From an optimization exercise on the open Yosys and OpenROAD flow, aimed at small area and a short achievable clock period; shortcuts taken in it are not production practice.
Only the layout flow was run in this run; the RTL was not checked for function there.
Power is estimated from default activity; no workload was simulated.

==> design.v <==
module multiplier #(parameter N = 32) (
    input logic CLK, EN_mult, EN_blockRead, rst_n,
    input logic [15:0] mult_input0,
    input logic [15:0] mult_input1,
    input logic [N - 1:0] readMem_val,
    output logic RDY_mult, EN_readMem, EN_writeMem, VALID_memVal,
    output logic [N - 1:0] writeMem_val, memVal_data,
    output logic [5:0] writeMem_addr, readMem_addr
    );
    logic st_init, st_w, st_wf, st_f, st_r;
    logic [3:0] pipe_en;
    logic [5:0] wa, ra;
    logic vld;
    wire wr = st_w & pipe_en[3];
    always_ff @(posedge CLK) begin
        if (!rst_n) begin
            st_init <= 1'b1; st_w <= 1'b0; st_wf <= 1'b0; st_f <= 1'b0; st_r <= 1'b0;
            pipe_en <= 4'b0;
            wa <= 6'd0;
            ra <= 6'd0;
            vld <= 1'b0;
        end else begin
            pipe_en <= {pipe_en[2:0], EN_mult};
            st_init <= 1'b0;
            st_w  <= st_init | (st_w & ~(pipe_en[3] & (&wa))) | (st_r & (&ra));
            st_wf <= wr & (&wa);
            st_f  <= st_wf | (st_f & ~EN_blockRead);
            st_r  <= (st_f & EN_blockRead) | (st_r & ~(&ra));
            if (wr) wa <= wa + 6'd1;
            if (st_r) ra <= ra + 6'd1;
            vld <= st_r;
        end
    end
    assign RDY_mult = st_w;
    assign EN_writeMem = wr;
    assign EN_readMem = st_r;
    assign VALID_memVal = vld;
    assign writeMem_addr = wa;
    assign readMem_addr = ra;
    assign memVal_data = readMem_val;
    logic s0_1;
    logic s0_2;
    logic s0_3;
    logic s0_4;
    logic s0_5;
    logic s0_6;
    logic s0_7;
    logic s0_8;
    logic s0_9;
    logic s0_10;
    logic s0_11;
    logic s0_12;
    logic s0_13;
    logic s0_14;
    logic s0_15;
    logic s0_16;
    logic s0_17;
    logic s0_18;
    logic s0_19;
    logic s0_20;
    logic s0_21;
    logic s0_22;
    logic s0_23;
    logic s0_24;
    logic s0_25;
    logic s0_26;
    logic s0_27;
    logic s0_28;
    logic s0_29;
    logic s0_30;
    logic s0_31;
    logic s0_32;
    logic pp33;
    logic pp34;
    logic pp35;
    logic pp36;
    logic pp37;
    logic pp38;
    logic pp39;
    logic pp40;
    logic pp41;
    logic pp42;
    logic pp43;
    logic pp44;
    logic pp45;
    logic pp46;
    logic pp47;
    logic pp48;
    logic pp49;
    logic pp50;
    logic pp51;
    logic pp52;
    logic pp53;
    logic pp54;
    logic pp55;
    logic pp56;
    logic pp57;
    logic pp58;
    logic pp59;
    logic pp60;
    logic pp61;
    logic pp62;
    logic pp63;
    logic pp64;
    logic pp65;
    logic pp66;
    logic pp67;
    logic pp68;
    logic pp69;
    logic pp70;
    logic pp71;
    logic pp72;
    logic pp73;
    logic pp74;
    logic pp75;
    logic pp76;
    logic pp77;
    logic pp78;
    logic pp79;
    logic pp80;
    logic pp81;
    logic pp82;
    logic pp83;
    logic pp84;
    logic pp85;
    logic pp86;
    logic pp87;
    logic pp88;
    logic pp89;
    logic pp90;
    logic pp91;
    logic pp92;
    logic pp93;
    logic pp94;
    logic pp95;
    logic pp96;
    logic pp97;
    logic pp98;
    logic pp99;
    logic pp100;
    logic pp101;
    logic pp102;
    logic pp103;
    logic pp104;
    logic pp105;
    logic pp106;
    logic pp107;
    logic pp108;
    logic pp109;
    logic pp110;
    logic pp111;
    logic pp112;
    logic pp113;
    logic pp114;
    logic pp115;
    logic pp116;
    logic pp117;
    logic pp118;
    logic pp119;
    logic pp120;
    logic pp121;
    logic pp122;
    logic pp123;
    logic pp124;
    logic pp125;
    logic pp126;
    logic pp127;
    logic pp128;
    logic pp129;
    logic pp130;
    logic pp131;
    logic pp132;
    logic pp133;
    logic pp134;
    logic pp135;
    logic pp136;
    logic pp137;
    logic pp138;
    logic pp139;
    logic pp140;
    logic pp141;
    logic pp142;
    logic pp143;
    logic pp144;
    logic pp145;
    logic pp146;
    logic pp147;
    logic pp148;
    logic pp149;
    logic pp150;
    logic pp151;
    logic pp152;
    logic pp153;
    logic pp154;
    logic pp155;
    logic pp156;
    logic pp157;
    logic pp158;
    logic pp159;
    logic pp160;
    logic pp161;
    logic pp162;
    logic pp163;
    logic pp164;
    logic pp165;
    logic pp166;
    logic pp167;
    logic pp168;
    logic pp169;
    logic pp170;
    logic pp171;
    logic pp172;
    logic pp173;
    logic pp174;
    logic pp175;
    logic pp176;
    logic pp177;
    logic pp178;
    logic pp179;
    logic pp180;
    logic pp181;
    logic pp182;
    logic pp183;
    logic pp184;
    logic pp185;
    logic pp186;
    logic pp187;
    logic pp188;
    logic pp189;
    logic pp190;
    logic pp191;
    logic pp192;
    logic pp193;
    logic pp194;
    logic pp195;
    logic pp196;
    logic pp197;
    logic pp198;
    logic pp199;
    logic pp200;
    logic pp201;
    logic pp202;
    logic pp203;
    logic pp204;
    logic pp205;
    logic pp206;
    logic pp207;
    logic pp208;
    logic pp209;
    logic pp210;
    logic pp211;
    logic pp212;
    logic pp213;
    logic pp214;
    logic pp215;
    logic pp216;
    logic pp217;
    logic pp218;
    logic pp219;
    logic pp220;
    logic pp221;
    logic pp222;
    logic pp223;
    logic pp224;
    logic pp225;
    logic pp226;
    logic pp227;
    logic pp228;
    logic pp229;
    logic pp230;
    logic pp231;
    logic pp232;
    logic pp233;
    logic pp234;
    logic pp235;
    logic pp236;
    logic pp237;
    logic pp238;
    logic pp239;
    logic pp240;
    logic pp241;
    logic pp242;
    logic pp243;
    logic pp244;
    logic pp245;
    logic pp246;
    logic pp247;
    logic pp248;
    logic pp249;
    logic pp250;
    logic pp251;
    logic pp252;
    logic pp253;
    logic pp254;
    logic pp255;
    logic pp256;
    logic pp257;
    logic pp258;
    logic pp259;
    logic pp260;
    logic pp261;
    logic pp262;
    logic pp263;
    logic pp264;
    logic pp265;
    logic pp266;
    logic pp267;
    logic pp268;
    logic pp269;
    logic pp270;
    logic pp271;
    logic pp272;
    logic pp273;
    logic pp274;
    logic pp275;
    logic pp276;
    logic pp277;
    logic pp278;
    logic pp279;
    logic pp280;
    logic pp281;
    logic pp282;
    logic pp283;
    logic pp284;
    logic pp285;
    logic pp286;
    logic pp287;
    logic pp288;
    logic hs289;
    logic hc290;
    logic fs291;
    logic fc292;
    logic hs293;
    logic hc294;
    logic fs295;
    logic fc296;
    logic fs297;
    logic fc298;
    logic hs299;
    logic hc300;
    logic fs301;
    logic fc302;
    logic fs303;
    logic fc304;
    logic hs305;
    logic hc306;
    logic fs307;
    logic fc308;
    logic fs309;
    logic fc310;
    logic fs311;
    logic fc312;
    logic hs313;
    logic hc314;
    logic fs315;
    logic fc316;
    logic hs317;
    logic hc318;
    logic fs319;
    logic fc320;
    logic fs321;
    logic fc322;
    logic hs323;
    logic hc324;
    logic fs325;
    logic fc326;
    logic fs327;
    logic fc328;
    logic fs329;
    logic fc330;
    logic hs331;
    logic hc332;
    logic fs333;
    logic fc334;
    logic fs335;
    logic fc336;
    logic fs337;
    logic fc338;
    logic fs339;
    logic fc340;
    logic fs341;
    logic fc342;
    logic fs343;
    logic fc344;
    logic fs345;
    logic fc346;
    logic fs347;
    logic fc348;
    logic fs349;
    logic fc350;
    logic fs351;
    logic fc352;
    logic fs353;
    logic fc354;
    logic fs355;
    logic fc356;
    logic fs357;
    logic fc358;
    logic fs359;
    logic fc360;
    logic fs361;
    logic fc362;
    logic fs363;
    logic fc364;
    logic fs365;
    logic fc366;
    logic fs367;
    logic fc368;
    logic fs369;
    logic fc370;
    logic fs371;
    logic fc372;
    logic fs373;
    logic fc374;
    logic fs375;
    logic fc376;
    logic fs377;
    logic fc378;
    logic fs379;
    logic fc380;
    logic fs381;
    logic fc382;
    logic fs383;
    logic fc384;
    logic fs385;
    logic fc386;
    logic fs387;
    logic fc388;
    logic fs389;
    logic fc390;
    logic fs391;
    logic fc392;
    logic fs393;
    logic fc394;
    logic fs395;
    logic fc396;
    logic fs397;
    logic fc398;
    logic fs399;
    logic fc400;
    logic hs401;
    logic hc402;
    logic fs403;
    logic fc404;
    logic hs405;
    logic hc406;
    logic fs407;
    logic fc408;
    logic fs409;
    logic fc410;
    logic hs411;
    logic hc412;
    logic fs413;
    logic fc414;
    logic fs415;
    logic fc416;
    logic fs417;
    logic fc418;
    logic fs419;
    logic fc420;
    logic fs421;
    logic fc422;
    logic fs423;
    logic fc424;
    logic fs425;
    logic fc426;
    logic fs427;
    logic fc428;
    logic fs429;
    logic fc430;
    logic fs431;
    logic fc432;
    logic fs433;
    logic fc434;
    logic fs435;
    logic fc436;
    logic fs437;
    logic fc438;
    logic fs439;
    logic fc440;
    logic fs441;
    logic fc442;
    logic fs443;
    logic fc444;
    logic fs445;
    logic fc446;
    logic fs447;
    logic fc448;
    logic fs449;
    logic fc450;
    logic fs451;
    logic fc452;
    logic fs453;
    logic fc454;
    logic fs455;
    logic fc456;
    logic fs457;
    logic fc458;
    logic fs459;
    logic fc460;
    logic fs461;
    logic fc462;
    logic fs463;
    logic fc464;
    logic fs465;
    logic fc466;
    logic fs467;
    logic fc468;
    logic fs469;
    logic fc470;
    logic fs471;
    logic fc472;
    logic fs473;
    logic fc474;
    logic fs475;
    logic fc476;
    logic fs477;
    logic fc478;
    logic fs479;
    logic fc480;
    logic fs481;
    logic fc482;
    logic fs483;
    logic fc484;
    logic fs485;
    logic fc486;
    logic fs487;
    logic fc488;
    logic fs489;
    logic fc490;
    logic fs491;
    logic fc492;
    logic fs493;
    logic fc494;
    logic fs495;
    logic fc496;
    logic fs497;
    logic fc498;
    logic fs499;
    logic fc500;
    logic fs501;
    logic fc502;
    logic fs503;
    logic fc504;
    logic fs505;
    logic fc506;
    logic fs507;
    logic fc508;
    logic hs509;
    logic hc510;
    logic fs511;
    logic fc512;
    logic hs513;
    logic hc514;
    logic fs515;
    logic fc516;
    logic fs517;
    logic fc518;
    logic fs519;
    logic fc520;
    logic fs521;
    logic fc522;
    logic fs523;
    logic fc524;
    logic fs525;
    logic fc526;
    logic fs527;
    logic fc528;
    logic fs529;
    logic fc530;
    logic fs531;
    logic fc532;
    logic fs533;
    logic fc534;
    logic fs535;
    logic fc536;
    logic fs537;
    logic fc538;
    logic fs539;
    logic fc540;
    logic fs541;
    logic fc542;
    logic fs543;
    logic fc544;
    logic fs545;
    logic fc546;
    logic fs547;
    logic fc548;
    logic fs549;
    logic fc550;
    logic fs551;
    logic fc552;
    logic fs553;
    logic fc554;
    logic fs555;
    logic fc556;
    logic fs557;
    logic fc558;
    logic fs559;
    logic fc560;
    logic fs561;
    logic fc562;
    logic fs563;
    logic fc564;
    logic fs565;
    logic fc566;
    logic fs567;
    logic fc568;
    logic fs569;
    logic fc570;
    logic fs571;
    logic fc572;
    logic fs573;
    logic fc574;
    logic fs575;
    logic fc576;
    logic fs577;
    logic fc578;
    logic fs579;
    logic fc580;
    logic fs581;
    logic fc582;
    logic fs583;
    logic fc584;
    logic fs585;
    logic fc586;
    logic fs587;
    logic fc588;
    logic fs589;
    logic fc590;
    logic fs591;
    logic fc592;
    logic fs593;
    logic fc594;
    logic fs595;
    logic fc596;
    logic fs597;
    logic fc598;
    logic fs599;
    logic fc600;
    logic s1_601;
    logic s1_602;
    logic s1_603;
    logic s1_604;
    logic s1_605;
    logic s1_606;
    logic s1_607;
    logic s1_608;
    logic s1_609;
    logic s1_610;
    logic s1_611;
    logic s1_612;
    logic s1_613;
    logic s1_614;
    logic s1_615;
    logic s1_616;
    logic s1_617;
    logic s1_618;
    logic s1_619;
    logic s1_620;
    logic s1_621;
    logic s1_622;
    logic s1_623;
    logic s1_624;
    logic s1_625;
    logic s1_626;
    logic s1_627;
    logic s1_628;
    logic s1_629;
    logic s1_630;
    logic s1_631;
    logic s1_632;
    logic s1_633;
    logic s1_634;
    logic s1_635;
    logic s1_636;
    logic s1_637;
    logic s1_638;
    logic s1_639;
    logic s1_640;
    logic s1_641;
    logic s1_642;
    logic s1_643;
    logic s1_644;
    logic s1_645;
    logic s1_646;
    logic s1_647;
    logic s1_648;
    logic s1_649;
    logic s1_650;
    logic s1_651;
    logic s1_652;
    logic s1_653;
    logic s1_654;
    logic s1_655;
    logic s1_656;
    logic s1_657;
    logic s1_658;
    logic s1_659;
    logic s1_660;
    logic s1_661;
    logic s1_662;
    logic s1_663;
    logic s1_664;
    logic s1_665;
    logic s1_666;
    logic s1_667;
    logic s1_668;
    logic s1_669;
    logic s1_670;
    logic s1_671;
    logic s1_672;
    logic s1_673;
    logic s1_674;
    logic s1_675;
    logic s1_676;
    logic s1_677;
    logic s1_678;
    logic s1_679;
    logic s1_680;
    logic s1_681;
    logic s1_682;
    logic s1_683;
    logic s1_684;
    logic s1_685;
    logic s1_686;
    logic s1_687;
    logic s1_688;
    logic s1_689;
    logic s1_690;
    logic s1_691;
    logic s1_692;
    logic s1_693;
    logic s1_694;
    logic s1_695;
    logic s1_696;
    logic s1_697;
    logic s1_698;
    logic s1_699;
    logic s1_700;
    logic s1_701;
    logic s1_702;
    logic s1_703;
    logic s1_704;
    logic s1_705;
    logic s1_706;
    logic s1_707;
    logic s1_708;
    logic s1_709;
    logic s1_710;
    logic s1_711;
    logic s1_712;
    logic s1_713;
    logic hs714;
    logic hc715;
    logic fs716;
    logic fc717;
    logic fs718;
    logic fc719;
    logic fs720;
    logic fc721;
    logic fs722;
    logic fc723;
    logic fs724;
    logic fc725;
    logic fs726;
    logic fc727;
    logic fs728;
    logic fc729;
    logic fs730;
    logic fc731;
    logic fs732;
    logic fc733;
    logic fs734;
    logic fc735;
    logic fs736;
    logic fc737;
    logic fs738;
    logic fc739;
    logic fs740;
    logic fc741;
    logic fs742;
    logic fc743;
    logic fs744;
    logic fc745;
    logic fs746;
    logic fc747;
    logic fs748;
    logic fc749;
    logic fs750;
    logic fc751;
    logic fs752;
    logic fc753;
    logic fs754;
    logic fc755;
    logic fs756;
    logic fc757;
    logic fs758;
    logic fc759;
    logic fs760;
    logic fc761;
    logic fs762;
    logic fc763;
    logic fs764;
    logic fc765;
    logic hs766;
    logic hc767;
    logic fs768;
    logic fc769;
    logic fs770;
    logic fc771;
    logic fs772;
    logic fc773;
    logic fs774;
    logic fc775;
    logic fs776;
    logic fc777;
    logic fs778;
    logic fc779;
    logic fs780;
    logic fc781;
    logic fs782;
    logic fc783;
    logic fs784;
    logic fc785;
    logic fs786;
    logic fc787;
    logic fs788;
    logic fc789;
    logic fs790;
    logic fc791;
    logic fs792;
    logic fc793;
    logic fs794;
    logic fc795;
    logic fs796;
    logic fc797;
    logic fs798;
    logic fc799;
    logic fs800;
    logic fc801;
    logic fs802;
    logic fc803;
    logic fs804;
    logic fc805;
    logic fs806;
    logic fc807;
    logic fs808;
    logic fc809;
    logic fs810;
    logic fc811;
    logic fs812;
    logic fc813;
    logic fs814;
    logic fc815;
    logic fs816;
    logic fc817;
    logic fs818;
    logic fc819;
    logic fs820;
    logic fc821;
    logic s2_825;
    logic s2_826;
    logic s2_827;
    logic s2_828;
    logic s2_829;
    logic s2_830;
    logic s2_831;
    logic s2_832;
    logic s2_833;
    logic s2_834;
    logic s2_835;
    logic s2_836;
    logic s2_837;
    logic s2_838;
    logic s2_839;
    logic s2_840;
    logic s2_841;
    logic s2_842;
    logic s2_843;
    logic s2_844;
    logic s2_845;
    logic s2_846;
    logic s2_847;
    logic s2_848;
    logic s2_849;
    logic s2_850;
    logic s2_851;
    logic s2_852;
    logic s2_853;
    logic s2_854;
    logic s2_855;
    logic s2_856;
    logic s3_857;
    logic s3_858;
    logic s3_859;
    logic s3_860;
    logic s3_861;
    logic s3_862;
    logic s3_863;
    logic s3_864;
    logic s3_865;
    logic s3_866;
    logic s3_867;
    logic s3_868;
    logic s3_869;
    logic s3_870;
    logic s3_871;
    logic s3_872;
    logic s3_873;
    logic s3_874;
    logic s3_875;
    logic s3_876;
    logic s3_877;
    logic s3_878;
    logic s3_879;
    logic s3_880;
    logic s3_881;
    logic s3_882;
    logic s3_883;
    logic s3_884;
    logic s3_885;
    logic s3_886;
    logic s3_887;
    logic s3_888;
    logic [31:0] ra822;
    logic [31:0] rb823;
    logic [31:0] pr824;
    assign pp33 = s0_1 & s0_17;
    assign pp34 = s0_1 & s0_18;
    assign pp35 = s0_1 & s0_19;
    assign pp36 = s0_1 & s0_20;
    assign pp37 = s0_1 & s0_21;
    assign pp38 = s0_1 & s0_22;
    assign pp39 = s0_1 & s0_23;
    assign pp40 = s0_1 & s0_24;
    assign pp41 = s0_1 & s0_25;
    assign pp42 = s0_1 & s0_26;
    assign pp43 = s0_1 & s0_27;
    assign pp44 = s0_1 & s0_28;
    assign pp45 = s0_1 & s0_29;
    assign pp46 = s0_1 & s0_30;
    assign pp47 = s0_1 & s0_31;
    assign pp48 = s0_1 & s0_32;
    assign pp49 = s0_2 & s0_17;
    assign pp50 = s0_2 & s0_18;
    assign pp51 = s0_2 & s0_19;
    assign pp52 = s0_2 & s0_20;
    assign pp53 = s0_2 & s0_21;
    assign pp54 = s0_2 & s0_22;
    assign pp55 = s0_2 & s0_23;
    assign pp56 = s0_2 & s0_24;
    assign pp57 = s0_2 & s0_25;
    assign pp58 = s0_2 & s0_26;
    assign pp59 = s0_2 & s0_27;
    assign pp60 = s0_2 & s0_28;
    assign pp61 = s0_2 & s0_29;
    assign pp62 = s0_2 & s0_30;
    assign pp63 = s0_2 & s0_31;
    assign pp64 = s0_2 & s0_32;
    assign pp65 = s0_3 & s0_17;
    assign pp66 = s0_3 & s0_18;
    assign pp67 = s0_3 & s0_19;
    assign pp68 = s0_3 & s0_20;
    assign pp69 = s0_3 & s0_21;
    assign pp70 = s0_3 & s0_22;
    assign pp71 = s0_3 & s0_23;
    assign pp72 = s0_3 & s0_24;
    assign pp73 = s0_3 & s0_25;
    assign pp74 = s0_3 & s0_26;
    assign pp75 = s0_3 & s0_27;
    assign pp76 = s0_3 & s0_28;
    assign pp77 = s0_3 & s0_29;
    assign pp78 = s0_3 & s0_30;
    assign pp79 = s0_3 & s0_31;
    assign pp80 = s0_3 & s0_32;
    assign pp81 = s0_4 & s0_17;
    assign pp82 = s0_4 & s0_18;
    assign pp83 = s0_4 & s0_19;
    assign pp84 = s0_4 & s0_20;
    assign pp85 = s0_4 & s0_21;
    assign pp86 = s0_4 & s0_22;
    assign pp87 = s0_4 & s0_23;
    assign pp88 = s0_4 & s0_24;
    assign pp89 = s0_4 & s0_25;
    assign pp90 = s0_4 & s0_26;
    assign pp91 = s0_4 & s0_27;
    assign pp92 = s0_4 & s0_28;
    assign pp93 = s0_4 & s0_29;
    assign pp94 = s0_4 & s0_30;
    assign pp95 = s0_4 & s0_31;
    assign pp96 = s0_4 & s0_32;
    assign pp97 = s0_5 & s0_17;
    assign pp98 = s0_5 & s0_18;
    assign pp99 = s0_5 & s0_19;
    assign pp100 = s0_5 & s0_20;
    assign pp101 = s0_5 & s0_21;
    assign pp102 = s0_5 & s0_22;
    assign pp103 = s0_5 & s0_23;
    assign pp104 = s0_5 & s0_24;
    assign pp105 = s0_5 & s0_25;
    assign pp106 = s0_5 & s0_26;
    assign pp107 = s0_5 & s0_27;
    assign pp108 = s0_5 & s0_28;
    assign pp109 = s0_5 & s0_29;
    assign pp110 = s0_5 & s0_30;
    assign pp111 = s0_5 & s0_31;
    assign pp112 = s0_5 & s0_32;
    assign pp113 = s0_6 & s0_17;
    assign pp114 = s0_6 & s0_18;
    assign pp115 = s0_6 & s0_19;
    assign pp116 = s0_6 & s0_20;
    assign pp117 = s0_6 & s0_21;
    assign pp118 = s0_6 & s0_22;
    assign pp119 = s0_6 & s0_23;
    assign pp120 = s0_6 & s0_24;
    assign pp121 = s0_6 & s0_25;
    assign pp122 = s0_6 & s0_26;
    assign pp123 = s0_6 & s0_27;
    assign pp124 = s0_6 & s0_28;
    assign pp125 = s0_6 & s0_29;
    assign pp126 = s0_6 & s0_30;
    assign pp127 = s0_6 & s0_31;
    assign pp128 = s0_6 & s0_32;
    assign pp129 = s0_7 & s0_17;
    assign pp130 = s0_7 & s0_18;
    assign pp131 = s0_7 & s0_19;
    assign pp132 = s0_7 & s0_20;
    assign pp133 = s0_7 & s0_21;
    assign pp134 = s0_7 & s0_22;
    assign pp135 = s0_7 & s0_23;
    assign pp136 = s0_7 & s0_24;
    assign pp137 = s0_7 & s0_25;
    assign pp138 = s0_7 & s0_26;
    assign pp139 = s0_7 & s0_27;
    assign pp140 = s0_7 & s0_28;
    assign pp141 = s0_7 & s0_29;
    assign pp142 = s0_7 & s0_30;
    assign pp143 = s0_7 & s0_31;
    assign pp144 = s0_7 & s0_32;
    assign pp145 = s0_8 & s0_17;
    assign pp146 = s0_8 & s0_18;
    assign pp147 = s0_8 & s0_19;
    assign pp148 = s0_8 & s0_20;
    assign pp149 = s0_8 & s0_21;
    assign pp150 = s0_8 & s0_22;
    assign pp151 = s0_8 & s0_23;
    assign pp152 = s0_8 & s0_24;
    assign pp153 = s0_8 & s0_25;
    assign pp154 = s0_8 & s0_26;
    assign pp155 = s0_8 & s0_27;
    assign pp156 = s0_8 & s0_28;
    assign pp157 = s0_8 & s0_29;
    assign pp158 = s0_8 & s0_30;
    assign pp159 = s0_8 & s0_31;
    assign pp160 = s0_8 & s0_32;
    assign pp161 = s0_9 & s0_17;
    assign pp162 = s0_9 & s0_18;
    assign pp163 = s0_9 & s0_19;
    assign pp164 = s0_9 & s0_20;
    assign pp165 = s0_9 & s0_21;
    assign pp166 = s0_9 & s0_22;
    assign pp167 = s0_9 & s0_23;
    assign pp168 = s0_9 & s0_24;
    assign pp169 = s0_9 & s0_25;
    assign pp170 = s0_9 & s0_26;
    assign pp171 = s0_9 & s0_27;
    assign pp172 = s0_9 & s0_28;
    assign pp173 = s0_9 & s0_29;
    assign pp174 = s0_9 & s0_30;
    assign pp175 = s0_9 & s0_31;
    assign pp176 = s0_9 & s0_32;
    assign pp177 = s0_10 & s0_17;
    assign pp178 = s0_10 & s0_18;
    assign pp179 = s0_10 & s0_19;
    assign pp180 = s0_10 & s0_20;
    assign pp181 = s0_10 & s0_21;
    assign pp182 = s0_10 & s0_22;
    assign pp183 = s0_10 & s0_23;
    assign pp184 = s0_10 & s0_24;
    assign pp185 = s0_10 & s0_25;
    assign pp186 = s0_10 & s0_26;
    assign pp187 = s0_10 & s0_27;
    assign pp188 = s0_10 & s0_28;
    assign pp189 = s0_10 & s0_29;
    assign pp190 = s0_10 & s0_30;
    assign pp191 = s0_10 & s0_31;
    assign pp192 = s0_10 & s0_32;
    assign pp193 = s0_11 & s0_17;
    assign pp194 = s0_11 & s0_18;
    assign pp195 = s0_11 & s0_19;
    assign pp196 = s0_11 & s0_20;
    assign pp197 = s0_11 & s0_21;
    assign pp198 = s0_11 & s0_22;
    assign pp199 = s0_11 & s0_23;
    assign pp200 = s0_11 & s0_24;
    assign pp201 = s0_11 & s0_25;
    assign pp202 = s0_11 & s0_26;
    assign pp203 = s0_11 & s0_27;
    assign pp204 = s0_11 & s0_28;
    assign pp205 = s0_11 & s0_29;
    assign pp206 = s0_11 & s0_30;
    assign pp207 = s0_11 & s0_31;
    assign pp208 = s0_11 & s0_32;
    assign pp209 = s0_12 & s0_17;
    assign pp210 = s0_12 & s0_18;
    assign pp211 = s0_12 & s0_19;
    assign pp212 = s0_12 & s0_20;
    assign pp213 = s0_12 & s0_21;
    assign pp214 = s0_12 & s0_22;
    assign pp215 = s0_12 & s0_23;
    assign pp216 = s0_12 & s0_24;
    assign pp217 = s0_12 & s0_25;
    assign pp218 = s0_12 & s0_26;
    assign pp219 = s0_12 & s0_27;
    assign pp220 = s0_12 & s0_28;
    assign pp221 = s0_12 & s0_29;
    assign pp222 = s0_12 & s0_30;
    assign pp223 = s0_12 & s0_31;
    assign pp224 = s0_12 & s0_32;
    assign pp225 = s0_13 & s0_17;
    assign pp226 = s0_13 & s0_18;
    assign pp227 = s0_13 & s0_19;
    assign pp228 = s0_13 & s0_20;
    assign pp229 = s0_13 & s0_21;
    assign pp230 = s0_13 & s0_22;
    assign pp231 = s0_13 & s0_23;
    assign pp232 = s0_13 & s0_24;
    assign pp233 = s0_13 & s0_25;
    assign pp234 = s0_13 & s0_26;
    assign pp235 = s0_13 & s0_27;
    assign pp236 = s0_13 & s0_28;
    assign pp237 = s0_13 & s0_29;
    assign pp238 = s0_13 & s0_30;
    assign pp239 = s0_13 & s0_31;
    assign pp240 = s0_13 & s0_32;
    assign pp241 = s0_14 & s0_17;
    assign pp242 = s0_14 & s0_18;
    assign pp243 = s0_14 & s0_19;
    assign pp244 = s0_14 & s0_20;
    assign pp245 = s0_14 & s0_21;
    assign pp246 = s0_14 & s0_22;
    assign pp247 = s0_14 & s0_23;
    assign pp248 = s0_14 & s0_24;
    assign pp249 = s0_14 & s0_25;
    assign pp250 = s0_14 & s0_26;
    assign pp251 = s0_14 & s0_27;
    assign pp252 = s0_14 & s0_28;
    assign pp253 = s0_14 & s0_29;
    assign pp254 = s0_14 & s0_30;
    assign pp255 = s0_14 & s0_31;
    assign pp256 = s0_14 & s0_32;
    assign pp257 = s0_15 & s0_17;
    assign pp258 = s0_15 & s0_18;
    assign pp259 = s0_15 & s0_19;
    assign pp260 = s0_15 & s0_20;
    assign pp261 = s0_15 & s0_21;
    assign pp262 = s0_15 & s0_22;
    assign pp263 = s0_15 & s0_23;
    assign pp264 = s0_15 & s0_24;
    assign pp265 = s0_15 & s0_25;
    assign pp266 = s0_15 & s0_26;
    assign pp267 = s0_15 & s0_27;
    assign pp268 = s0_15 & s0_28;
    assign pp269 = s0_15 & s0_29;
    assign pp270 = s0_15 & s0_30;
    assign pp271 = s0_15 & s0_31;
    assign pp272 = s0_15 & s0_32;
    assign pp273 = s0_16 & s0_17;
    assign pp274 = s0_16 & s0_18;
    assign pp275 = s0_16 & s0_19;
    assign pp276 = s0_16 & s0_20;
    assign pp277 = s0_16 & s0_21;
    assign pp278 = s0_16 & s0_22;
    assign pp279 = s0_16 & s0_23;
    assign pp280 = s0_16 & s0_24;
    assign pp281 = s0_16 & s0_25;
    assign pp282 = s0_16 & s0_26;
    assign pp283 = s0_16 & s0_27;
    assign pp284 = s0_16 & s0_28;
    assign pp285 = s0_16 & s0_29;
    assign pp286 = s0_16 & s0_30;
    assign pp287 = s0_16 & s0_31;
    assign pp288 = s0_16 & s0_32;
    mul_ha u_hs289 (pp46, pp61, hs289, hc290);
    mul_fa u_fs291 (pp47, pp62, pp77, fs291, fc292);
    mul_ha u_hs293 (pp92, pp107, hs293, hc294);
    mul_fa u_fs295 (pp48, pp63, pp78, fs295, fc296);
    mul_fa u_fs297 (pp93, pp108, pp123, fs297, fc298);
    mul_ha u_hs299 (pp138, pp153, hs299, hc300);
    mul_fa u_fs301 (pp64, pp79, pp94, fs301, fc302);
    mul_fa u_fs303 (pp109, pp124, pp139, fs303, fc304);
    mul_ha u_hs305 (pp154, pp169, hs305, hc306);
    mul_fa u_fs307 (pp80, pp95, pp110, fs307, fc308);
    mul_fa u_fs309 (pp125, pp140, pp155, fs309, fc310);
    mul_fa u_fs311 (pp96, pp111, pp126, fs311, fc312);
    mul_ha u_hs313 (pp42, pp57, hs313, hc314);
    mul_fa u_fs315 (pp43, pp58, pp73, fs315, fc316);
    mul_ha u_hs317 (pp88, pp103, hs317, hc318);
    mul_fa u_fs319 (pp44, pp59, pp74, fs319, fc320);
    mul_fa u_fs321 (pp89, pp104, pp119, fs321, fc322);
    mul_ha u_hs323 (pp134, pp149, hs323, hc324);
    mul_fa u_fs325 (pp45, pp60, pp75, fs325, fc326);
    mul_fa u_fs327 (pp90, pp105, pp120, fs327, fc328);
    mul_fa u_fs329 (pp135, pp150, pp165, fs329, fc330);
    mul_ha u_hs331 (pp180, pp195, hs331, hc332);
    mul_fa u_fs333 (pp76, pp91, pp106, fs333, fc334);
    mul_fa u_fs335 (pp121, pp136, pp151, fs335, fc336);
    mul_fa u_fs337 (pp166, pp181, pp196, fs337, fc338);
    mul_fa u_fs339 (pp211, pp226, pp241, fs339, fc340);
    mul_fa u_fs341 (pp122, pp137, pp152, fs341, fc342);
    mul_fa u_fs343 (pp167, pp182, pp197, fs343, fc344);
    mul_fa u_fs345 (pp212, pp227, pp242, fs345, fc346);
    mul_fa u_fs347 (pp257, hc290, fs291, fs347, fc348);
    mul_fa u_fs349 (pp168, pp183, pp198, fs349, fc350);
    mul_fa u_fs351 (pp213, pp228, pp243, fs351, fc352);
    mul_fa u_fs353 (pp258, pp273, fc292, fs353, fc354);
    mul_fa u_fs355 (hc294, fs295, fs297, fs355, fc356);
    mul_fa u_fs357 (pp184, pp199, pp214, fs357, fc358);
    mul_fa u_fs359 (pp229, pp244, pp259, fs359, fc360);
    mul_fa u_fs361 (pp274, fc296, fc298, fs361, fc362);
    mul_fa u_fs363 (hc300, fs301, fs303, fs363, fc364);
    mul_fa u_fs365 (pp170, pp185, pp200, fs365, fc366);
    mul_fa u_fs367 (pp215, pp230, pp245, fs367, fc368);
    mul_fa u_fs369 (pp260, pp275, fc302, fs369, fc370);
    mul_fa u_fs371 (fc304, hc306, fs307, fs371, fc372);
    mul_fa u_fs373 (pp141, pp156, pp171, fs373, fc374);
    mul_fa u_fs375 (pp186, pp201, pp216, fs375, fc376);
    mul_fa u_fs377 (pp231, pp246, pp261, fs377, fc378);
    mul_fa u_fs379 (pp276, fc308, fc310, fs379, fc380);
    mul_fa u_fs381 (pp112, pp127, pp142, fs381, fc382);
    mul_fa u_fs383 (pp157, pp172, pp187, fs383, fc384);
    mul_fa u_fs385 (pp202, pp217, pp232, fs385, fc386);
    mul_fa u_fs387 (pp247, pp262, pp277, fs387, fc388);
    mul_fa u_fs389 (pp128, pp143, pp158, fs389, fc390);
    mul_fa u_fs391 (pp173, pp188, pp203, fs391, fc392);
    mul_fa u_fs393 (pp218, pp233, pp248, fs393, fc394);
    mul_fa u_fs395 (pp144, pp159, pp174, fs395, fc396);
    mul_fa u_fs397 (pp189, pp204, pp219, fs397, fc398);
    mul_fa u_fs399 (pp160, pp175, pp190, fs399, fc400);
    mul_ha u_hs401 (pp39, pp54, hs401, hc402);
    mul_fa u_fs403 (pp40, pp55, pp70, fs403, fc404);
    mul_ha u_hs405 (pp85, pp100, hs405, hc406);
    mul_fa u_fs407 (pp41, pp56, pp71, fs407, fc408);
    mul_fa u_fs409 (pp86, pp101, pp116, fs409, fc410);
    mul_ha u_hs411 (pp131, pp146, hs411, hc412);
    mul_fa u_fs413 (pp72, pp87, pp102, fs413, fc414);
    mul_fa u_fs415 (pp117, pp132, pp147, fs415, fc416);
    mul_fa u_fs417 (pp162, pp177, hs313, fs417, fc418);
    mul_fa u_fs419 (pp118, pp133, pp148, fs419, fc420);
    mul_fa u_fs421 (pp163, pp178, pp193, fs421, fc422);
    mul_fa u_fs423 (hc314, fs315, hs317, fs423, fc424);
    mul_fa u_fs425 (pp164, pp179, pp194, fs425, fc426);
    mul_fa u_fs427 (pp209, fc316, hc318, fs427, fc428);
    mul_fa u_fs429 (fs319, fs321, hs323, fs429, fc430);
    mul_fa u_fs431 (pp210, pp225, fc320, fs431, fc432);
    mul_fa u_fs433 (fc322, hc324, fs325, fs433, fc434);
    mul_fa u_fs435 (fs327, fs329, hs331, fs435, fc436);
    mul_fa u_fs437 (hs289, fc326, fc328, fs437, fc438);
    mul_fa u_fs439 (fc330, hc332, fs333, fs439, fc440);
    mul_fa u_fs441 (fs335, fs337, fs339, fs441, fc442);
    mul_fa u_fs443 (hs293, fc334, fc336, fs443, fc444);
    mul_fa u_fs445 (fc338, fc340, fs341, fs445, fc446);
    mul_fa u_fs447 (fs343, fs345, fs347, fs447, fc448);
    mul_fa u_fs449 (hs299, fc342, fc344, fs449, fc450);
    mul_fa u_fs451 (fc346, fc348, fs349, fs451, fc452);
    mul_fa u_fs453 (fs351, fs353, fs355, fs453, fc454);
    mul_fa u_fs455 (hs305, fc350, fc352, fs455, fc456);
    mul_fa u_fs457 (fc354, fc356, fs357, fs457, fc458);
    mul_fa u_fs459 (fs359, fs361, fs363, fs459, fc460);
    mul_fa u_fs461 (fs309, fc358, fc360, fs461, fc462);
    mul_fa u_fs463 (fc362, fc364, fs365, fs463, fc464);
    mul_fa u_fs465 (fs367, fs369, fs371, fs465, fc466);
    mul_fa u_fs467 (fs311, fc366, fc368, fs467, fc468);
    mul_fa u_fs469 (fc370, fc372, fs373, fs469, fc470);
    mul_fa u_fs471 (fs375, fs377, fs379, fs471, fc472);
    mul_fa u_fs473 (fc312, fc374, fc376, fs473, fc474);
    mul_fa u_fs475 (fc378, fc380, fs381, fs475, fc476);
    mul_fa u_fs477 (fs383, fs385, fs387, fs477, fc478);
    mul_fa u_fs479 (pp263, pp278, fc382, fs479, fc480);
    mul_fa u_fs481 (fc384, fc386, fc388, fs481, fc482);
    mul_fa u_fs483 (fs389, fs391, fs393, fs483, fc484);
    mul_fa u_fs485 (pp234, pp249, pp264, fs485, fc486);
    mul_fa u_fs487 (pp279, fc390, fc392, fs487, fc488);
    mul_fa u_fs489 (fc394, fs395, fs397, fs489, fc490);
    mul_fa u_fs491 (pp205, pp220, pp235, fs491, fc492);
    mul_fa u_fs493 (pp250, pp265, pp280, fs493, fc494);
    mul_fa u_fs495 (fc396, fc398, fs399, fs495, fc496);
    mul_fa u_fs497 (pp176, pp191, pp206, fs497, fc498);
    mul_fa u_fs499 (pp221, pp236, pp251, fs499, fc500);
    mul_fa u_fs501 (pp266, pp281, fc400, fs501, fc502);
    mul_fa u_fs503 (pp192, pp207, pp222, fs503, fc504);
    mul_fa u_fs505 (pp237, pp252, pp267, fs505, fc506);
    mul_fa u_fs507 (pp208, pp223, pp238, fs507, fc508);
    mul_ha u_hs509 (pp37, pp52, hs509, hc510);
    mul_fa u_fs511 (pp38, pp53, pp68, fs511, fc512);
    mul_ha u_hs513 (pp83, pp98, hs513, hc514);
    mul_fa u_fs515 (pp69, pp84, pp99, fs515, fc516);
    mul_fa u_fs517 (pp114, pp129, hs401, fs517, fc518);
    mul_fa u_fs519 (pp115, pp130, pp145, fs519, fc520);
    mul_fa u_fs521 (hc402, fs403, hs405, fs521, fc522);
    mul_fa u_fs523 (pp161, fc404, hc406, fs523, fc524);
    mul_fa u_fs525 (fs407, fs409, hs411, fs525, fc526);
    mul_fa u_fs527 (fc408, fc410, hc412, fs527, fc528);
    mul_fa u_fs529 (fs413, fs415, fs417, fs529, fc530);
    mul_fa u_fs531 (fc414, fc416, fc418, fs531, fc532);
    mul_fa u_fs533 (fs419, fs421, fs423, fs533, fc534);
    mul_fa u_fs535 (fc420, fc422, fc424, fs535, fc536);
    mul_fa u_fs537 (fs425, fs427, fs429, fs537, fc538);
    mul_fa u_fs539 (fc426, fc428, fc430, fs539, fc540);
    mul_fa u_fs541 (fs431, fs433, fs435, fs541, fc542);
    mul_fa u_fs543 (fc432, fc434, fc436, fs543, fc544);
    mul_fa u_fs545 (fs437, fs439, fs441, fs545, fc546);
    mul_fa u_fs547 (fc438, fc440, fc442, fs547, fc548);
    mul_fa u_fs549 (fs443, fs445, fs447, fs549, fc550);
    mul_fa u_fs551 (fc444, fc446, fc448, fs551, fc552);
    mul_fa u_fs553 (fs449, fs451, fs453, fs553, fc554);
    mul_fa u_fs555 (fc450, fc452, fc454, fs555, fc556);
    mul_fa u_fs557 (fs455, fs457, fs459, fs557, fc558);
    mul_fa u_fs559 (fc456, fc458, fc460, fs559, fc560);
    mul_fa u_fs561 (fs461, fs463, fs465, fs561, fc562);
    mul_fa u_fs563 (fc462, fc464, fc466, fs563, fc564);
    mul_fa u_fs565 (fs467, fs469, fs471, fs565, fc566);
    mul_fa u_fs567 (fc468, fc470, fc472, fs567, fc568);
    mul_fa u_fs569 (fs473, fs475, fs477, fs569, fc570);
    mul_fa u_fs571 (fc474, fc476, fc478, fs571, fc572);
    mul_fa u_fs573 (fs479, fs481, fs483, fs573, fc574);
    mul_fa u_fs575 (fc480, fc482, fc484, fs575, fc576);
    mul_fa u_fs577 (fs485, fs487, fs489, fs577, fc578);
    mul_fa u_fs579 (fc486, fc488, fc490, fs579, fc580);
    mul_fa u_fs581 (fs491, fs493, fs495, fs581, fc582);
    mul_fa u_fs583 (fc492, fc494, fc496, fs583, fc584);
    mul_fa u_fs585 (fs497, fs499, fs501, fs585, fc586);
    mul_fa u_fs587 (pp282, fc498, fc500, fs587, fc588);
    mul_fa u_fs589 (fc502, fs503, fs505, fs589, fc590);
    mul_fa u_fs591 (pp253, pp268, pp283, fs591, fc592);
    mul_fa u_fs593 (fc504, fc506, fs507, fs593, fc594);
    mul_fa u_fs595 (pp224, pp239, pp254, fs595, fc596);
    mul_fa u_fs597 (pp269, pp284, fc508, fs597, fc598);
    mul_fa u_fs599 (pp240, pp255, pp270, fs599, fc600);
    mul_ha u_hs714 (s1_607, s1_608, hs714, hc715);
    mul_fa u_fs716 (s1_611, s1_612, s1_613, fs716, fc717);
    mul_fa u_fs718 (s1_615, s1_616, s1_617, fs718, fc719);
    mul_fa u_fs720 (s1_619, s1_620, s1_621, fs720, fc721);
    mul_fa u_fs722 (s1_623, s1_624, s1_625, fs722, fc723);
    mul_fa u_fs724 (s1_627, s1_628, s1_629, fs724, fc725);
    mul_fa u_fs726 (s1_631, s1_632, s1_633, fs726, fc727);
    mul_fa u_fs728 (s1_635, s1_636, s1_637, fs728, fc729);
    mul_fa u_fs730 (s1_639, s1_640, s1_641, fs730, fc731);
    mul_fa u_fs732 (s1_643, s1_644, s1_645, fs732, fc733);
    mul_fa u_fs734 (s1_647, s1_648, s1_649, fs734, fc735);
    mul_fa u_fs736 (s1_651, s1_652, s1_653, fs736, fc737);
    mul_fa u_fs738 (s1_655, s1_656, s1_657, fs738, fc739);
    mul_fa u_fs740 (s1_659, s1_660, s1_661, fs740, fc741);
    mul_fa u_fs742 (s1_663, s1_664, s1_665, fs742, fc743);
    mul_fa u_fs744 (s1_667, s1_668, s1_669, fs744, fc745);
    mul_fa u_fs746 (s1_671, s1_672, s1_673, fs746, fc747);
    mul_fa u_fs748 (s1_675, s1_676, s1_677, fs748, fc749);
    mul_fa u_fs750 (s1_679, s1_680, s1_681, fs750, fc751);
    mul_fa u_fs752 (s1_683, s1_684, s1_685, fs752, fc753);
    mul_fa u_fs754 (s1_687, s1_688, s1_689, fs754, fc755);
    mul_fa u_fs756 (s1_691, s1_692, s1_693, fs756, fc757);
    mul_fa u_fs758 (s1_695, s1_696, s1_697, fs758, fc759);
    mul_fa u_fs760 (s1_699, s1_700, s1_701, fs760, fc761);
    mul_fa u_fs762 (s1_703, s1_704, s1_705, fs762, fc763);
    mul_fa u_fs764 (s1_707, s1_708, s1_709, fs764, fc765);
    mul_ha u_hs766 (s1_604, s1_605, hs766, hc767);
    mul_fa u_fs768 (s1_609, s1_610, hs714, fs768, fc769);
    mul_fa u_fs770 (s1_614, hc715, fs716, fs770, fc771);
    mul_fa u_fs772 (s1_618, fc717, fs718, fs772, fc773);
    mul_fa u_fs774 (s1_622, fc719, fs720, fs774, fc775);
    mul_fa u_fs776 (s1_626, fc721, fs722, fs776, fc777);
    mul_fa u_fs778 (s1_630, fc723, fs724, fs778, fc779);
    mul_fa u_fs780 (s1_634, fc725, fs726, fs780, fc781);
    mul_fa u_fs782 (s1_638, fc727, fs728, fs782, fc783);
    mul_fa u_fs784 (s1_642, fc729, fs730, fs784, fc785);
    mul_fa u_fs786 (s1_646, fc731, fs732, fs786, fc787);
    mul_fa u_fs788 (s1_650, fc733, fs734, fs788, fc789);
    mul_fa u_fs790 (s1_654, fc735, fs736, fs790, fc791);
    mul_fa u_fs792 (s1_658, fc737, fs738, fs792, fc793);
    mul_fa u_fs794 (s1_662, fc739, fs740, fs794, fc795);
    mul_fa u_fs796 (s1_666, fc741, fs742, fs796, fc797);
    mul_fa u_fs798 (s1_670, fc743, fs744, fs798, fc799);
    mul_fa u_fs800 (s1_674, fc745, fs746, fs800, fc801);
    mul_fa u_fs802 (s1_678, fc747, fs748, fs802, fc803);
    mul_fa u_fs804 (s1_682, fc749, fs750, fs804, fc805);
    mul_fa u_fs806 (s1_686, fc751, fs752, fs806, fc807);
    mul_fa u_fs808 (s1_690, fc753, fs754, fs808, fc809);
    mul_fa u_fs810 (s1_694, fc755, fs756, fs810, fc811);
    mul_fa u_fs812 (s1_698, fc757, fs758, fs812, fc813);
    mul_fa u_fs814 (s1_702, fc759, fs760, fs814, fc815);
    mul_fa u_fs816 (s1_706, fc761, fs762, fs816, fc817);
    mul_fa u_fs818 (s1_710, fc763, fs764, fs818, fc819);
    mul_fa u_fs820 (s1_711, s1_712, fc765, fs820, fc821);
    assign ra822 = {1'b0, s1_713, fc819, fc817, fc815, fc813, fc811, fc809, fc807, fc805, fc803, fc801, fc799, fc797, fc795, fc793, fc791, fc789, fc787, fc785, fc783, fc781, fc779, fc777, fc775, fc773, fc771, fc769, hc767, s1_606, s1_602, s1_601};
    assign rb823 = {1'b0, fc821, fs820, fs818, fs816, fs814, fs812, fs810, fs808, fs806, fs804, fs802, fs800, fs798, fs796, fs794, fs792, fs790, fs788, fs786, fs784, fs782, fs780, fs778, fs776, fs774, fs772, fs770, fs768, hs766, s1_603, 1'b0};
    assign pr824 = ra822 + rb823;
    always_ff @(posedge CLK) begin
        s0_1 <= mult_input0[0];
        s0_2 <= mult_input0[1];
        s0_3 <= mult_input0[2];
        s0_4 <= mult_input0[3];
        s0_5 <= mult_input0[4];
        s0_6 <= mult_input0[5];
        s0_7 <= mult_input0[6];
        s0_8 <= mult_input0[7];
        s0_9 <= mult_input0[8];
        s0_10 <= mult_input0[9];
        s0_11 <= mult_input0[10];
        s0_12 <= mult_input0[11];
        s0_13 <= mult_input0[12];
        s0_14 <= mult_input0[13];
        s0_15 <= mult_input0[14];
        s0_16 <= mult_input0[15];
        s0_17 <= mult_input1[0];
        s0_18 <= mult_input1[1];
        s0_19 <= mult_input1[2];
        s0_20 <= mult_input1[3];
        s0_21 <= mult_input1[4];
        s0_22 <= mult_input1[5];
        s0_23 <= mult_input1[6];
        s0_24 <= mult_input1[7];
        s0_25 <= mult_input1[8];
        s0_26 <= mult_input1[9];
        s0_27 <= mult_input1[10];
        s0_28 <= mult_input1[11];
        s0_29 <= mult_input1[12];
        s0_30 <= mult_input1[13];
        s0_31 <= mult_input1[14];
        s0_32 <= mult_input1[15];
        s1_601 <= pp33;
        s1_602 <= pp34;
        s1_603 <= pp49;
        s1_604 <= pp35;
        s1_605 <= pp50;
        s1_606 <= pp65;
        s1_607 <= pp36;
        s1_608 <= pp51;
        s1_609 <= pp66;
        s1_610 <= pp81;
        s1_611 <= pp67;
        s1_612 <= pp82;
        s1_613 <= pp97;
        s1_614 <= hs509;
        s1_615 <= pp113;
        s1_616 <= hc510;
        s1_617 <= fs511;
        s1_618 <= hs513;
        s1_619 <= fc512;
        s1_620 <= hc514;
        s1_621 <= fs515;
        s1_622 <= fs517;
        s1_623 <= fc516;
        s1_624 <= fc518;
        s1_625 <= fs519;
        s1_626 <= fs521;
        s1_627 <= fc520;
        s1_628 <= fc522;
        s1_629 <= fs523;
        s1_630 <= fs525;
        s1_631 <= fc524;
        s1_632 <= fc526;
        s1_633 <= fs527;
        s1_634 <= fs529;
        s1_635 <= fc528;
        s1_636 <= fc530;
        s1_637 <= fs531;
        s1_638 <= fs533;
        s1_639 <= fc532;
        s1_640 <= fc534;
        s1_641 <= fs535;
        s1_642 <= fs537;
        s1_643 <= fc536;
        s1_644 <= fc538;
        s1_645 <= fs539;
        s1_646 <= fs541;
        s1_647 <= fc540;
        s1_648 <= fc542;
        s1_649 <= fs543;
        s1_650 <= fs545;
        s1_651 <= fc544;
        s1_652 <= fc546;
        s1_653 <= fs547;
        s1_654 <= fs549;
        s1_655 <= fc548;
        s1_656 <= fc550;
        s1_657 <= fs551;
        s1_658 <= fs553;
        s1_659 <= fc552;
        s1_660 <= fc554;
        s1_661 <= fs555;
        s1_662 <= fs557;
        s1_663 <= fc556;
        s1_664 <= fc558;
        s1_665 <= fs559;
        s1_666 <= fs561;
        s1_667 <= fc560;
        s1_668 <= fc562;
        s1_669 <= fs563;
        s1_670 <= fs565;
        s1_671 <= fc564;
        s1_672 <= fc566;
        s1_673 <= fs567;
        s1_674 <= fs569;
        s1_675 <= fc568;
        s1_676 <= fc570;
        s1_677 <= fs571;
        s1_678 <= fs573;
        s1_679 <= fc572;
        s1_680 <= fc574;
        s1_681 <= fs575;
        s1_682 <= fs577;
        s1_683 <= fc576;
        s1_684 <= fc578;
        s1_685 <= fs579;
        s1_686 <= fs581;
        s1_687 <= fc580;
        s1_688 <= fc582;
        s1_689 <= fs583;
        s1_690 <= fs585;
        s1_691 <= fc584;
        s1_692 <= fc586;
        s1_693 <= fs587;
        s1_694 <= fs589;
        s1_695 <= fc588;
        s1_696 <= fc590;
        s1_697 <= fs591;
        s1_698 <= fs593;
        s1_699 <= fc592;
        s1_700 <= fc594;
        s1_701 <= fs595;
        s1_702 <= fs597;
        s1_703 <= pp285;
        s1_704 <= fc596;
        s1_705 <= fc598;
        s1_706 <= fs599;
        s1_707 <= pp256;
        s1_708 <= pp271;
        s1_709 <= pp286;
        s1_710 <= fc600;
        s1_711 <= pp272;
        s1_712 <= pp287;
        s1_713 <= pp288;
        s2_825 <= pr824[0];
        s2_826 <= pr824[1];
        s2_827 <= pr824[2];
        s2_828 <= pr824[3];
        s2_829 <= pr824[4];
        s2_830 <= pr824[5];
        s2_831 <= pr824[6];
        s2_832 <= pr824[7];
        s2_833 <= pr824[8];
        s2_834 <= pr824[9];
        s2_835 <= pr824[10];
        s2_836 <= pr824[11];
        s2_837 <= pr824[12];
        s2_838 <= pr824[13];
        s2_839 <= pr824[14];
        s2_840 <= pr824[15];
        s2_841 <= pr824[16];
        s2_842 <= pr824[17];
        s2_843 <= pr824[18];
        s2_844 <= pr824[19];
        s2_845 <= pr824[20];
        s2_846 <= pr824[21];
        s2_847 <= pr824[22];
        s2_848 <= pr824[23];
        s2_849 <= pr824[24];
        s2_850 <= pr824[25];
        s2_851 <= pr824[26];
        s2_852 <= pr824[27];
        s2_853 <= pr824[28];
        s2_854 <= pr824[29];
        s2_855 <= pr824[30];
        s2_856 <= pr824[31];
        s3_857 <= s2_825;
        s3_858 <= s2_826;
        s3_859 <= s2_827;
        s3_860 <= s2_828;
        s3_861 <= s2_829;
        s3_862 <= s2_830;
        s3_863 <= s2_831;
        s3_864 <= s2_832;
        s3_865 <= s2_833;
        s3_866 <= s2_834;
        s3_867 <= s2_835;
        s3_868 <= s2_836;
        s3_869 <= s2_837;
        s3_870 <= s2_838;
        s3_871 <= s2_839;
        s3_872 <= s2_840;
        s3_873 <= s2_841;
        s3_874 <= s2_842;
        s3_875 <= s2_843;
        s3_876 <= s2_844;
        s3_877 <= s2_845;
        s3_878 <= s2_846;
        s3_879 <= s2_847;
        s3_880 <= s2_848;
        s3_881 <= s2_849;
        s3_882 <= s2_850;
        s3_883 <= s2_851;
        s3_884 <= s2_852;
        s3_885 <= s2_853;
        s3_886 <= s2_854;
        s3_887 <= s2_855;
        s3_888 <= s2_856;
    end
    assign writeMem_val = {s3_888, s3_887, s3_886, s3_885, s3_884, s3_883, s3_882, s3_881, s3_880, s3_879, s3_878, s3_877, s3_876, s3_875, s3_874, s3_873, s3_872, s3_871, s3_870, s3_869, s3_868, s3_867, s3_866, s3_865, s3_864, s3_863, s3_862, s3_861, s3_860, s3_859, s3_858, s3_857};
endmodule
module mul_fa (input logic a, b, c, output logic s, co);
    assign s = a ^ b ^ c;
    assign co = (a & b) | (a & c) | (b & c);
endmodule
module mul_ha (input logic a, b, output logic s, co);
    assign s = a ^ b;
    assign co = a & b;
endmodule
==> run.sh <==
#!/bin/bash
# synth_recipe.tcl (not shown) runs the flow's synth.tcl, then flattens the netlist and writes it again
# the make line also repeats each setting of config.mk as NAME=value (left out here)
make -C /OpenROAD-flow-scripts/flow DESIGN_CONFIG=/design/flow/config.mk WORK_HOME=/design/flow/orfs CLKGATE_MAP_FILE= SYNTH_SCRIPT=/design/flow/synth_recipe.tcl finish
==> config.mk <==
export PLATFORM = sky130hd
export DESIGN_NAME = multiplier
export DESIGN_NICKNAME = multiplier
export VERILOG_FILES = /design/flow/design.v
export SDC_FILE = /design/flow/constraint.sdc
export NUM_CORES = 4
export LEC_CHECK = 0
export CAP_MARGIN = 20
export CORE_MARGIN = 2
export CORE_UTILIZATION = 40
export SLEW_MARGIN = 20
export SYNTH_HIERARCHICAL = 1
export SYNTH_MINIMUM_KEEP_SIZE = 0
==> constraint.sdc <==
create_clock -name core_clock -period 3.6 [get_ports {CLK}]
set_input_delay 0.7200 -clock core_clock [delete_from_list [all_inputs] [get_ports {CLK}]]
set_output_delay 0.7200 -clock core_clock [all_outputs]
set_load 0.01 [all_outputs]
==> run notes <==
## final cells by class
class	count	area [um2]	share of cell area [%]
inverter	11	41.3	0.278
sequential	231	4620	31.1
clock inverter	11	72.6	0.489
tap	442	553	3.72
clock buffer	33	728	4.90
timing repair buffer	114	1060	7.16
multi-input combinational	757	7770	52.3
## timing repair
item                       CTS  global route
gates resized for setup      0             2
setup endpoints to repair    0             1
hold endpoints to repair     0             0
## per-module statistics from Yosys, one instance, submodules excluded
module / area [um2] / copies in the design
multiplier: 8980 / 1
mul_fa: 20.0 / 195
mul_ha: 12.5 / 15
## Yosys cell counts (all sizes together) (2+ instances only)
library cell and n:
a311oi 2, a311o 2, a21o 9, a21boi 2, inv 11, a2111oi 2, o211ai 4, o21a 7
dfxtp 231, nor2b 2, xnor2 15, o22ai 2, nand4 8, nand2b 4, or3 7, buf 64
o21ai 18, and2 263, a221oi 3, a31o 2, ha 47, clkbuf 43, a31oi 2, a21oi 37
and3 4, fa 196, xor2 15, nor3 5, a211oi 5, and4 4, nor2 36, o21bai 5
mux2i 3, nand2 27, nand3 9
## final timing paths
kind,from,end,cells after the start
setup / recovery,s1_647$_DFF_P_,s2_851$_DFF_P_,10
hold / removal,s2_826$_DFF_P_,s3_858$_DFF_P_,0
setup reg to reg,s1_647$_DFF_P_,s2_851$_DFF_P_,10
hold reg to reg,s2_826$_DFF_P_,s3_858$_DFF_P_,0
## metal layers
metal	up-vias	part of all wire (%)	GRT usage, %
met5	-	0	0
met4	0	2.4	4.83
li1	3572	-	-
met2	185	46	28.6
met3	60	5.1	2.61
met1	3829	46	23.0
## where the power goes
part	internal, mW	switching (mW)	total, mW
combinational	3.32	4.31	7.64
clock	1.42	1.03	2.46
sequential	3.33	0.302	3.63
## cells in the final DEF (no fill, tap or decap), drive strengths merged, types with 6 or more instances in the layout
cell type / instances
and2: 263
buf: 31
xnor2: 15
xor2: 15
nand2: 27
or3: 7
clkbuf: 33
inv: 12
nand4: 8
dfxtp: 231
nand3: 9
clkdlybuf4s50: 83
clkinv: 6
o21a: 7
o21ai: 18
ha: 47
a21o: 9
fa: 196
nor2: 36
a21oi: 37
## worst max-delay path: cells and delay by family, from the launching register on
family | cells | cell delay, ns
adders and majority gates | 3 | 1.44
buffers and inverters | 1 | 0.18
and+or+nand+nor | 3 | 0.59
DFF | 1 | 0.31
AOI/OAI and AO/OA | 3 | 0.72
## kinds of logic after synthesis
group | Yosys count
AO/OA/AOI/OAI | 109
flip-flops | 231
multiplexers | 3
buffers and inverters | 118
adder cells (fa/ha/maj) | 243
AND/OR/NAND/NOR | 372
XOR/XNOR | 30
==> results.py <==
metrics = {
    "synth": {
        "yosysWarnings": 7,
        "synth-compound-area-share_pct": 5.97,
        "yosys.area_share.xor_xnor_pct": 2.01,
        "synth.distinct_cells": 53,
        "async_flop_share_pct": 0,
        "synth_cells": 1106,
        "yosys-mux-area-fraction_pct": 0.230,
        "synth_top_family_by_area": "adder cells",
        "synth-seq-area-share_pct": 35.4,
        "netlist_area_um2": 13100,
        "synth_area_per_cell_um2": 11.8,
        "synth_edf_count": 0,
        "syn_nets": 1417,
        "synth_fa_ha_area_share_pct": 34.5,
        "synthSimpleGateAreaFrac_pct": 16.6,
        "synth_top_area_share_pct": 35.4,
        "ys.flop_type": "dfxtp_1",
        "ys_ff_latch": 231,
        "synth_top_cell_by_area": "dfxtp_1",
        "synthTopCellsByArea": "dfxtp_1 (35%), fa_1 (30%), and2_1 (13%), ha_1 (4.5%), buf_4 (3.7%)",
    },
    "cells_and_area": {
        "final_area_um2": 14900,
        "final_util_pct": 45.9,
        "n_antenna_cell": 0,
        "nets": 1452,
        "area_growth_pct": 13.7,
        "largestRegisters": "ra (6), wa (6), pipe_en (4)",
        "final_cells": 1599,
        "drive_gt1_share_pct": 7.52,
        "nFillCells": 2984,
    },
    "setup_path": {
        "end_kind": "flip-flop",
        "crit_fanout": 7,
        "required_ns": 4.00,
        "slowest_delay_ns": 0.54,
        "crit_path_start_kind": "flip-flop",
        "crit_top_cell": "fa_1",
        "cp_slowest_cell": "fa_1",
        "reg2reg_setup_slack_ns": 0.24,
        "crit_type": "reg2reg",
        "cp_data_arrival_time_ns": 3.76,
        "worstPathCellList": "fa_1 > fa_1 > ha_1 > nand4_1 > nor3_1 > o2111ai_1 > a311oi_2 > buf_4 > a311o_1 > nand3_1",
    },
    "route": {
        "drt_iter0_drc": 304,
        "via_per_inst": 4.78,
        "drt_pass1_iterations": 5,
        "wl_per_cell_um": 17.4,
        "route.detailed.drc": 0,
        "ant_nets": 0,
        "wirelength_um": 27800,
        "via_count": 7646,
    },
    "cts": {
        "cts-root-buf": "clkbuf_16",
        "clk_path_buf_depth": 3,
        "cts_sinks": 231,
        "cts_tree": "built",
        "clkLatencyLatePin_ns": 0.52,
        "clk_pin_slew_ns": 0.06,
        "h-tree-depth": 1,
        "numCtsBuffers": 26,
        "post_cts_buffers": 0,
        "hold_buffers": 0,
    },
    "global_routing": {
        "antenna_found_initial": 1,
        "grt_pass1_wl_um": 45400,
        "grt_max_degree": 17,
        "overflow": 0,
        "track_usage_pct": 17.0,
        "grt_pass1_vias": 8472,
    },
    "sta": {
        "hold_viol": 0,
        "worstMarginPinSlew_ns": 0.803,
        "fin_skew_ns": 0.00973,
        "slew_violations": 0,
        "setup_viol": 0,
        "fin_setup_tns_ns": 0,
        "min_period_ns": 3.36,
        "worst_hold_slack_ns": 0.325,
        "relSlewSlack_pct": 46.4,
        "worst_slack_ns": 0.244,
        "rsz0062_at_grt": "no",
        "max_freq_ghz": 0.298,
        "post-route-period-util_pct": 93.2,
    },
    "placement": {
        "place_inst": 1555,
        "portBuffers": 83,
        "dp_hpwl_um": 21600,
        "place_area_um2": 14000,
        "place_congestion": 0.813,
        "post-place-ws_ns": 0.207,
    },
    "power": {
        "p_leak_nw": 6.26,
        "vdd_drop_max_uv": 652,
        "power_density_nw_per_um2": 924,
        "finalPower_mw": 13.7,
    },
    "run_status": {
        "status": "no timing/DRC/antenna violations",
    },
    "min_path": {
        "min_path_type": "reg2reg",
    },
    "floorplan": {
        "die_h_um": 185,
        "num_rows": 66,
        "die_w_um": 185,
        "num_io_pins": 148,
        "core_um2": 32400,
        "die_area_um2": 34100,
        "start_util_pct": 40.4,
    },
    "flow_run": {
        "cap_violations": 0,
    },
}

[what the ideal ports hide]
How much do the figures lean on ideal ports? The routed layout below was timed once more, with nothing changed but the port constraints.
Step 1: set_driving_cell puts a clkbuf_16 on CLK and a buf_2 on each other input, an assumption about the parent block.
Step 2 times the ports against the registers' clock, not the clock port: input delays grow and output delays shrink by t, the midpoint of the rising clock arrivals with the driver on.
Slacks: ideal / step 1 / step 2; pairs: ideal / step 1.
shift t [ns]: 0.569
slack for setup (ns): 0.244 / 0.244 / 0.244
hold WS [ns]: 0.325 / 0.325 / 0.325
latest minus earliest clock arrival (ns): 0.012 / 0.012
slew at the worst register clock pin (ns): 0.06 / 0.06
After both steps this run still meets setup and hold. For this run, drivers alone change the setup slack by 0.000 ns; drivers and shift together by 0.000 ns.
